What follows belongs to an exercise in optimizing a design on an open flow for small area and few clock cycles per item; a production flow would make more cautious choices.
The RTL was checked by simulation tests, not by an equivalence proof against the original design.
Power is estimated from default activity; no workload was simulated.

**flow/run.sh**
```bash
#!/bin/bash
# synth_recipe.tcl (not shown) runs the flow's synth.tcl, then flattens the netlist and writes it again
# the make line also repeats each setting of config.mk as NAME=value (left out here)
make -C /OpenROAD-flow-scripts/flow DESIGN_CONFIG=/design/flow/config.mk WORK_HOME=/design/flow/orfs CLKGATE_MAP_FILE= SYNTH_SCRIPT=/design/flow/synth_recipe.tcl finish
```
**flow/config.mk**
```make
export PLATFORM = sky130hd
export DESIGN_NAME = axi_ram
export DESIGN_NICKNAME = axi_ram
export VERILOG_FILES = /design/flow/design.v
export SDC_FILE = /design/flow/constraint.sdc
export NUM_CORES = 4
export LEC_CHECK = 0
export CAP_MARGIN = 20
export CORE_MARGIN = 2
export CORE_UTILIZATION = 40
export SLEW_MARGIN = 20
```
**flow/constraint.sdc**
```tcl
create_clock -name core_clock -period 5.0 [get_ports {clk}]
set_input_delay 1.0000 -clock core_clock [delete_from_list [all_inputs] [get_ports {clk}]]
set_output_delay 1.0000 -clock core_clock [all_outputs]
set_load 0.01 [all_outputs]
```
**flow/design.v**
```verilog
module axi_ram
(
    input  wire                   clk,
    input  wire                   rst,
    input  wire [8-1:0]    s_axi_awid,
    input  wire [8-1:0]  s_axi_awaddr,
    input  wire [7:0]             s_axi_awlen,
    input  wire [2:0]             s_axi_awsize,
    input  wire [1:0]             s_axi_awburst,
    input  wire                   s_axi_awlock,
    input  wire [3:0]             s_axi_awcache,
    input  wire [2:0]             s_axi_awprot,
    input  wire                   s_axi_awvalid,
    output wire                   s_axi_awready,
    input  wire [32-1:0]  s_axi_wdata,
    input  wire [4-1:0]  s_axi_wstrb,
    input  wire                   s_axi_wlast,
    input  wire                   s_axi_wvalid,
    output wire                   s_axi_wready,
    output wire [8-1:0]    s_axi_bid,
    output wire [1:0]             s_axi_bresp,
    output wire                   s_axi_bvalid,
    input  wire                   s_axi_bready,
    input  wire [8-1:0]    s_axi_arid,
    input  wire [8-1:0]  s_axi_araddr,
    input  wire [7:0]             s_axi_arlen,
    input  wire [2:0]             s_axi_arsize,
    input  wire [1:0]             s_axi_arburst,
    input  wire                   s_axi_arlock,
    input  wire [3:0]             s_axi_arcache,
    input  wire [2:0]             s_axi_arprot,
    input  wire                   s_axi_arvalid,
    output wire                   s_axi_arready,
    output wire [8-1:0]    s_axi_rid,
    output wire [32-1:0]  s_axi_rdata,
    output wire [1:0]             s_axi_rresp,
    output wire                   s_axi_rlast,
    output wire                   s_axi_rvalid,
    input  wire                   s_axi_rready
);
parameter VALID_ADDR_WIDTH = 8 - $clog2(4);
parameter WORD_WIDTH = 4;
parameter WORD_SIZE = 32/WORD_WIDTH;
localparam [0:0]
    READ_STATE_IDLE = 1'd0,
    READ_STATE_BURST = 1'd1;
reg [0:0] read_state_reg, read_state_next;
localparam [1:0]
    WRITE_STATE_IDLE = 2'd0,
    WRITE_STATE_BURST = 2'd1,
    WRITE_STATE_RESP = 2'd2;
reg [1:0] write_state_reg, write_state_next;
reg mem_wr_en;
reg mem_rd_en;
reg [8-1:0] read_id_reg, read_id_next;
reg [8-1:0] read_addr_reg, read_addr_next;
reg [7:0] read_count_reg, read_count_next;
reg [2:0] read_size_reg, read_size_next;
reg [1:0] read_burst_reg, read_burst_next;
reg [8-1:0] write_id_reg, write_id_next;
reg [8-1:0] write_addr_reg, write_addr_next;
reg [7:0] write_count_reg, write_count_next;
reg [2:0] write_size_reg, write_size_next;
reg [1:0] write_burst_reg, write_burst_next;
reg s_axi_awready_reg, s_axi_awready_next;
reg s_axi_wready_reg, s_axi_wready_next;
reg [8-1:0] s_axi_bid_reg, s_axi_bid_next;
reg s_axi_bvalid_reg, s_axi_bvalid_next;
reg s_axi_arready_reg, s_axi_arready_next;
reg [8-1:0] s_axi_rid_reg, s_axi_rid_next;
reg [32-1:0] s_axi_rdata_reg, s_axi_rdata_next;
reg s_axi_rlast_reg, s_axi_rlast_next;
reg s_axi_rvalid_reg, s_axi_rvalid_next;
reg [8-1:0] s_axi_rid_pipe_reg;
reg [32-1:0] s_axi_rdata_pipe_reg;
reg s_axi_rlast_pipe_reg;
reg s_axi_rvalid_pipe_reg;
reg [32-1:0] mem[(2**VALID_ADDR_WIDTH)-1:0];
wire [VALID_ADDR_WIDTH-1:0] s_axi_awaddr_valid = s_axi_awaddr >> (8 - VALID_ADDR_WIDTH);
wire [VALID_ADDR_WIDTH-1:0] s_axi_araddr_valid = s_axi_araddr >> (8 - VALID_ADDR_WIDTH);
wire [VALID_ADDR_WIDTH-1:0] read_addr_valid = read_addr_reg >> (8 - VALID_ADDR_WIDTH);
wire [VALID_ADDR_WIDTH-1:0] write_addr_valid = write_addr_reg >> (8 - VALID_ADDR_WIDTH);
assign s_axi_awready = s_axi_awready_reg;
assign s_axi_wready = s_axi_wready_reg;
assign s_axi_bid = s_axi_bid_reg;
assign s_axi_bresp = 2'b00;
assign s_axi_bvalid = s_axi_bvalid_reg;
assign s_axi_arready = s_axi_arready_reg;
assign s_axi_rid = 0 ? s_axi_rid_pipe_reg : s_axi_rid_reg;
assign s_axi_rdata = 0 ? s_axi_rdata_pipe_reg : s_axi_rdata_reg;
assign s_axi_rresp = 2'b00;
assign s_axi_rlast = 0 ? s_axi_rlast_pipe_reg : s_axi_rlast_reg;
assign s_axi_rvalid = 0 ? s_axi_rvalid_pipe_reg : s_axi_rvalid_reg;
integer i, j;
always @* begin
    write_state_next = WRITE_STATE_IDLE;
    mem_wr_en = 1'b0;
    write_id_next = write_id_reg;
    write_addr_next = write_addr_reg;
    write_count_next = write_count_reg;
    write_size_next = write_size_reg;
    write_burst_next = write_burst_reg;
    s_axi_awready_next = 1'b0;
    s_axi_wready_next = 1'b0;
    s_axi_bid_next = s_axi_bid_reg;
    s_axi_bvalid_next = s_axi_bvalid_reg && !s_axi_bready;
    case (write_state_reg)
        WRITE_STATE_IDLE: begin
            s_axi_awready_next = 1'b1;
            if (s_axi_awready && s_axi_awvalid) begin
                write_id_next = s_axi_awid;
                write_addr_next = s_axi_awaddr;
                write_count_next = s_axi_awlen;
                write_size_next = s_axi_awsize < $clog2(4) ? s_axi_awsize : $clog2(4);
                write_burst_next = s_axi_awburst;
                s_axi_awready_next = 1'b0;
                s_axi_wready_next = 1'b1;
                write_state_next = WRITE_STATE_BURST;
            end else begin
                write_state_next = WRITE_STATE_IDLE;
            end
        end
        WRITE_STATE_BURST: begin
            s_axi_wready_next = 1'b1;
            if (s_axi_wready && s_axi_wvalid) begin
                mem_wr_en = 1'b1;
                if (write_burst_reg != 2'b00) begin
                    write_addr_next = write_addr_reg + (1 << write_size_reg);
                end
                write_count_next = write_count_reg - 1;
                if (write_count_reg > 0) begin
                    write_state_next = WRITE_STATE_BURST;
                end else begin
                    s_axi_wready_next = 1'b0;
                    if (s_axi_bready || !s_axi_bvalid) begin
                        s_axi_bid_next = write_id_reg;
                        s_axi_bvalid_next = 1'b1;
                        s_axi_awready_next = 1'b1;
                        write_state_next = WRITE_STATE_IDLE;
                    end else begin
                        write_state_next = WRITE_STATE_RESP;
                    end
                end
            end else begin
                write_state_next = WRITE_STATE_BURST;
            end
        end
        WRITE_STATE_RESP: begin
            if (s_axi_bready || !s_axi_bvalid) begin
                s_axi_bid_next = write_id_reg;
                s_axi_bvalid_next = 1'b1;
                s_axi_awready_next = 1'b1;
                write_state_next = WRITE_STATE_IDLE;
            end else begin
                write_state_next = WRITE_STATE_RESP;
            end
        end
    endcase
end
always @(posedge clk) begin
    write_state_reg <= write_state_next;
    write_id_reg <= write_id_next;
    write_addr_reg <= write_addr_next;
    write_count_reg <= write_count_next;
    write_size_reg <= write_size_next;
    write_burst_reg <= write_burst_next;
    s_axi_awready_reg <= s_axi_awready_next;
    s_axi_wready_reg <= s_axi_wready_next;
    s_axi_bid_reg <= s_axi_bid_next;
    s_axi_bvalid_reg <= s_axi_bvalid_next;
    for (i = 0; i < WORD_WIDTH; i = i + 1) begin
        if (mem_wr_en & s_axi_wstrb[i]) begin
            mem[write_addr_valid][WORD_SIZE*i +: WORD_SIZE] <= s_axi_wdata[WORD_SIZE*i +: WORD_SIZE];
        end
    end
    if (rst) begin
        write_state_reg <= WRITE_STATE_IDLE;
        s_axi_awready_reg <= 1'b0;
        s_axi_wready_reg <= 1'b0;
        s_axi_bvalid_reg <= 1'b0;
    end
end
always @* begin
    read_state_next = READ_STATE_IDLE;
    mem_rd_en = 1'b0;
    s_axi_rid_next = s_axi_rid_reg;
    s_axi_rlast_next = s_axi_rlast_reg;
    s_axi_rvalid_next = s_axi_rvalid_reg && !(s_axi_rready || (0 && !s_axi_rvalid_pipe_reg));
    read_id_next = read_id_reg;
    read_addr_next = read_addr_reg;
    read_count_next = read_count_reg;
    read_size_next = read_size_reg;
    read_burst_next = read_burst_reg;
    s_axi_arready_next = 1'b0;
    case (read_state_reg)
        READ_STATE_IDLE: begin
            s_axi_arready_next = 1'b1;
            if (s_axi_arready && s_axi_arvalid) begin
                read_id_next = s_axi_arid;
                read_addr_next = s_axi_araddr;
                read_count_next = s_axi_arlen;
                read_size_next = s_axi_arsize < $clog2(4) ? s_axi_arsize : $clog2(4);
                read_burst_next = s_axi_arburst;
                s_axi_arready_next = 1'b0;
                read_state_next = READ_STATE_BURST;
            end else begin
                read_state_next = READ_STATE_IDLE;
            end
        end
        READ_STATE_BURST: begin
            if (s_axi_rready || (0 && !s_axi_rvalid_pipe_reg) || !s_axi_rvalid_reg) begin
                mem_rd_en = 1'b1;
                s_axi_rvalid_next = 1'b1;
                s_axi_rid_next = read_id_reg;
                s_axi_rlast_next = read_count_reg == 0;
                if (read_burst_reg != 2'b00) begin
                    read_addr_next = read_addr_reg + (1 << read_size_reg);
                end
                read_count_next = read_count_reg - 1;
                if (read_count_reg > 0) begin
                    read_state_next = READ_STATE_BURST;
                end else begin
                    s_axi_arready_next = 1'b1;
                    read_state_next = READ_STATE_IDLE;
                end
            end else begin
                read_state_next = READ_STATE_BURST;
            end
        end
    endcase
end
always @(posedge clk) begin
    read_state_reg <= read_state_next;
    read_id_reg <= read_id_next;
    read_addr_reg <= read_addr_next;
    read_count_reg <= read_count_next;
    read_size_reg <= read_size_next;
    read_burst_reg <= read_burst_next;
    s_axi_arready_reg <= s_axi_arready_next;
    s_axi_rid_reg <= s_axi_rid_next;
    s_axi_rlast_reg <= s_axi_rlast_next;
    s_axi_rvalid_reg <= s_axi_rvalid_next;
    if (mem_rd_en) begin
        s_axi_rdata_reg <= mem[read_addr_valid];
    end
    if (!s_axi_rvalid_pipe_reg || s_axi_rready) begin
        s_axi_rid_pipe_reg <= s_axi_rid_reg;
        s_axi_rdata_pipe_reg <= s_axi_rdata_reg;
        s_axi_rlast_pipe_reg <= s_axi_rlast_reg;
        s_axi_rvalid_pipe_reg <= s_axi_rvalid_reg;
    end
    if (rst) begin
        read_state_reg <= READ_STATE_IDLE;
        s_axi_arready_reg <= 1'b0;
        s_axi_rvalid_reg <= 1'b0;
        s_axi_rvalid_pipe_reg <= 1'b0;
    end
end
endmodule
```
==> flow_summary.yaml <==
synthesis:
  ys_seq_area_share_pct: 77.6
  synth-edff-count: 2155
  synth_cell_types: 51
  async_flop_share_pct: 0
  avgSynthCellArea_um2: 21.3
  yosys_warnings: 1
  syn_inst: 3921
  syn_area_um2: 83600
  synth_seq_cells: 2163
  synth_ff_type: "edfxtp_1"
status:
  outcome: "no timing/DRC/antenna violations"
sta:
  min_period_ns: 3.68
  skew_ns: 0.0378
  setup_viol_count_final: 0
  drv_slew: 0
  fin_tns_setup_ns: 0
  rsz0062_at_grt: "false"
  fin_ws_ns: 1.32
  tightest_slew_ns: 1.21
  hold_violations: 0
  relSlewSlack_pct: 19.5
  max_freq_ghz: 0.271
  post-route-period-util_pct: 73.7
global_route:
  grt_first_pass_wirelength_mm: 303
  grt_overflow_total: 0
  grt_start_max_net_pins: 111
  antenna_found_initial: 17
  grt_pass1_vias: 40900
  grt_usage_pct: 20.2
setup_path:
  critPathKind: "register to register"
  critical-path-top-delay-family: "simple AND/OR/NAND/NOR gates"
  critical_path.cell_chain: "nor3b_1, nand2_1, nor2_1"
  worst_path_max_delay_cell: "nor2_1"
  start_kind: "register"
  cp.arrival_ns: 4.12
  reg2reg_depth: 3
  timing.rr.start: "write_addr_reg[2]"
  crit_buf_inv: 0
  slowest_delay_ns: 1.02
  crit_path_end_kind: "register"
  worst-path-max-fanout: 9
  reg2reg_slack_ns: 1.32
  timing.rr.end: "mem[44][26]"
  cp.required_ns: 5.44
clocking:
  clk_pin_slew_worst_paths_ns: 0.06
  ctsResizeCount: 0
  ctsLongestPathBuffers: 3
  h-tree-depth: 4
  clockRootBuffer: "clkbuf_16"
  clock_latency_ns: 0.86
  cts_tree: "yes"
  clock_sinks: 2163
  post_cts_buffers: 0
  numCtsBuffers: 212
  hold_buffers: 0
routing:
  drt_iter0_drc: 5091
  vias: 40800
  first_pass_iters: 8
  ant_nets: 0
  viasPerCell: 5.70
  wire_per_inst_um: 30.1
  drt-total-wl_mm: 216
  drc: 0
floorplanning:
  initial_utilization_pct: 40.3
  die_x_um: 461
  core-area_um2: 207000
  io_pins: 176
  die_y_um: 461
  fp-row-count: 167
  die_area_um2: 213000
final_layout:
  syn_to_final_growth_pct: 14.0
  largest_reg_flops: 2048
  final_common_cell: "edfxtp_1"
  mostFrequentLayoutCells: "edfxtp_1 (2155), mux4_2 (514), nor2_1 (326)"
  nNetsFinal: 4332
  layout-drive-gt1-share_pct: 22.7
place:
  gp_congestion: 0.833
  pre_cts_ws_ns: 1.29
  numPortBuffers: 154
  hpwl_mm: 135
min_path:
  hp-start: "write_id_reg[0]"
  min_delay_worst_endpoint: "s_axi_bid_reg[0]"
  hold_class: "register to register"
  min_delay_path_depth: 0
pwr:
  p_leak_nw: 29.3
  powerDensity_nw_per_um2: 403
  ir_drop_uv: 364
job:
  cap_violations: 0
routing by layer:
metal	vias to the layer above	wire, um	track usage (%)
li1	16900	-	-
met1	21800	86100	27.8
met2	1731	102000	31.4
met3	382	19200	4.70
met4	34	7850	7.52
met5	-	214	0
worst reg2reg max path: stages (launching register included):
cell and delay [ns]:
edfxtp_1 0.54, nor3b_1 0.80, nand2_1 0.92, nor2_1 1.03
worst max path at each step:
stage / start / endpoint / slack [ns] / depth (start not counted)
detailed placement: s_axi_wvalid / mem[28][16] / 1.29 / 7
CTS: read_addr_reg[4] / s_axi_rdata_reg[22] / 1.31 / 5
global placement: s_axi_wvalid / mem[23][19] / 1.29 / 7
finish: write_addr_reg[2] / mem[44][26] / 1.32 / 3
global route: write_addr_reg[2] / mem[44][26] / 0.98 / 3
floorplan: write_count_reg[3] / s_axi_bid_reg[0] / 2.55 / 5
power by group:
group	switching, mW	internal, mW	total (mW)	leakage [nW]
clock	6.82	8.65	15.5	3.25
sequential	0.0649	20.0	20.1	19.5
combinational	1.74	1.11	2.85	6.58
total	8.63	29.8	38.4	29.3
synthesized netlist by cell type (all sizes together), types with 5 or more instances:
master	instances	area, um2
mux4	514	11600
nor3b	10	75.1
nor2	329	1240
xnor2	17	149
nand2	144	541
ha	22	275
a21oi	47	235
mux2i	62	621
inv	30	113
nand2b	10	62.6
mux2	10	113
dfxtp	8	160
a32oi	26	228
or2	5	31.3
a221oi	90	801
a22o	60	526
o21ai	18	90.1
buf	110	699
and3b	7	61.3
nor3	12	65.1
edfxtp	2155	64700
o22ai	64	400
nand3	5	25.0
nor2b	10	62.6
clkbuf	115	432
cells by family (layout without fill, tap and decap cells):
| group | Yosys count | in the layout | synth area share [%] |
|---|---|---|---|
| buffers and inverters | 255 | 690 | 1.49 |
| multiplexers | 586 | 586 | 14.7 |
| AND/OR/NAND/NOR | 549 | 549 | 2.76 |
| flip-flops | 2163 | 2163 | 77.6 |
| other | 1 | 17 | 0.00448 |
| adder cells (fa/ha/maj) | 24 | 24 | 0.377 |
| AO/OA/AOI/OAI | 322 | 322 | 2.88 |
| XOR/XNOR | 21 | 21 | 0.220 |
final cells by class:
class	count	area, um2
Multi-Input combinational cell	1508	17600
Sequential cell	2163	64900
Clock buffer	260	5550
Clock inverter	125	1130
Fill cell	17200	112000
Timing Repair Buffer	275	2520
Tap cell	2788	3490
Antenna cell	11	27.5
Inverter	30	113
per-stage QoR:
stage | instance area (um2) | util [%] | std cells | hold slack (ns) | total power, mW
floorplan | 83700 | - | 3926 | 0.400 | 22.1
global placement | 88600 | 42.7 | 6764 | 0.400 | 23.3
detailed placement | 88600 | 42.7 | 6764 | 0.405 | 23.4
CTS | 95300 | 45.9 | 7149 | 0.420 | 38.7
global route | 95300 | 45.9 | 7151 | 0.422 | 39.5
finish | 95300 | 45.9 | 7160 | 0.417 | 38.4
Testbench counts, summed over its fixed seeds: cycles 5,852, beats 6,951.

-- separate check: timing with driven ports --
How much do the figures lean on ideal ports? The routed layout below was timed once more, with nothing changed but the port constraints.
Step 1: set_driving_cell puts a clkbuf_16 on clk and a buf_2 on each other input, an assumption about the parent block.
Step 2 adds t to the input delays and takes it off the output delays; t is the mean of the earliest and latest rising clock arrival at the registers after step 1. Input paths then give back, and output paths get back, about the clock's delay inside the block.
Slacks: ideal ports / drivers / drivers and shift; pairs: ideal ports / drivers.
t, ns: 0.911
setup slack, ns: 1.316 / 1.316 / 1.237
latest minus earliest clock arrival (ns): 0.048 / 0.048
worst slew at a driven data input, ns: 0.07
cell pins on the clock port's net: 1
After both steps this run still meets setup and hold. For this run, drivers alone change the setup slack by 0.000 ns; drivers and shift together by -0.079 ns.
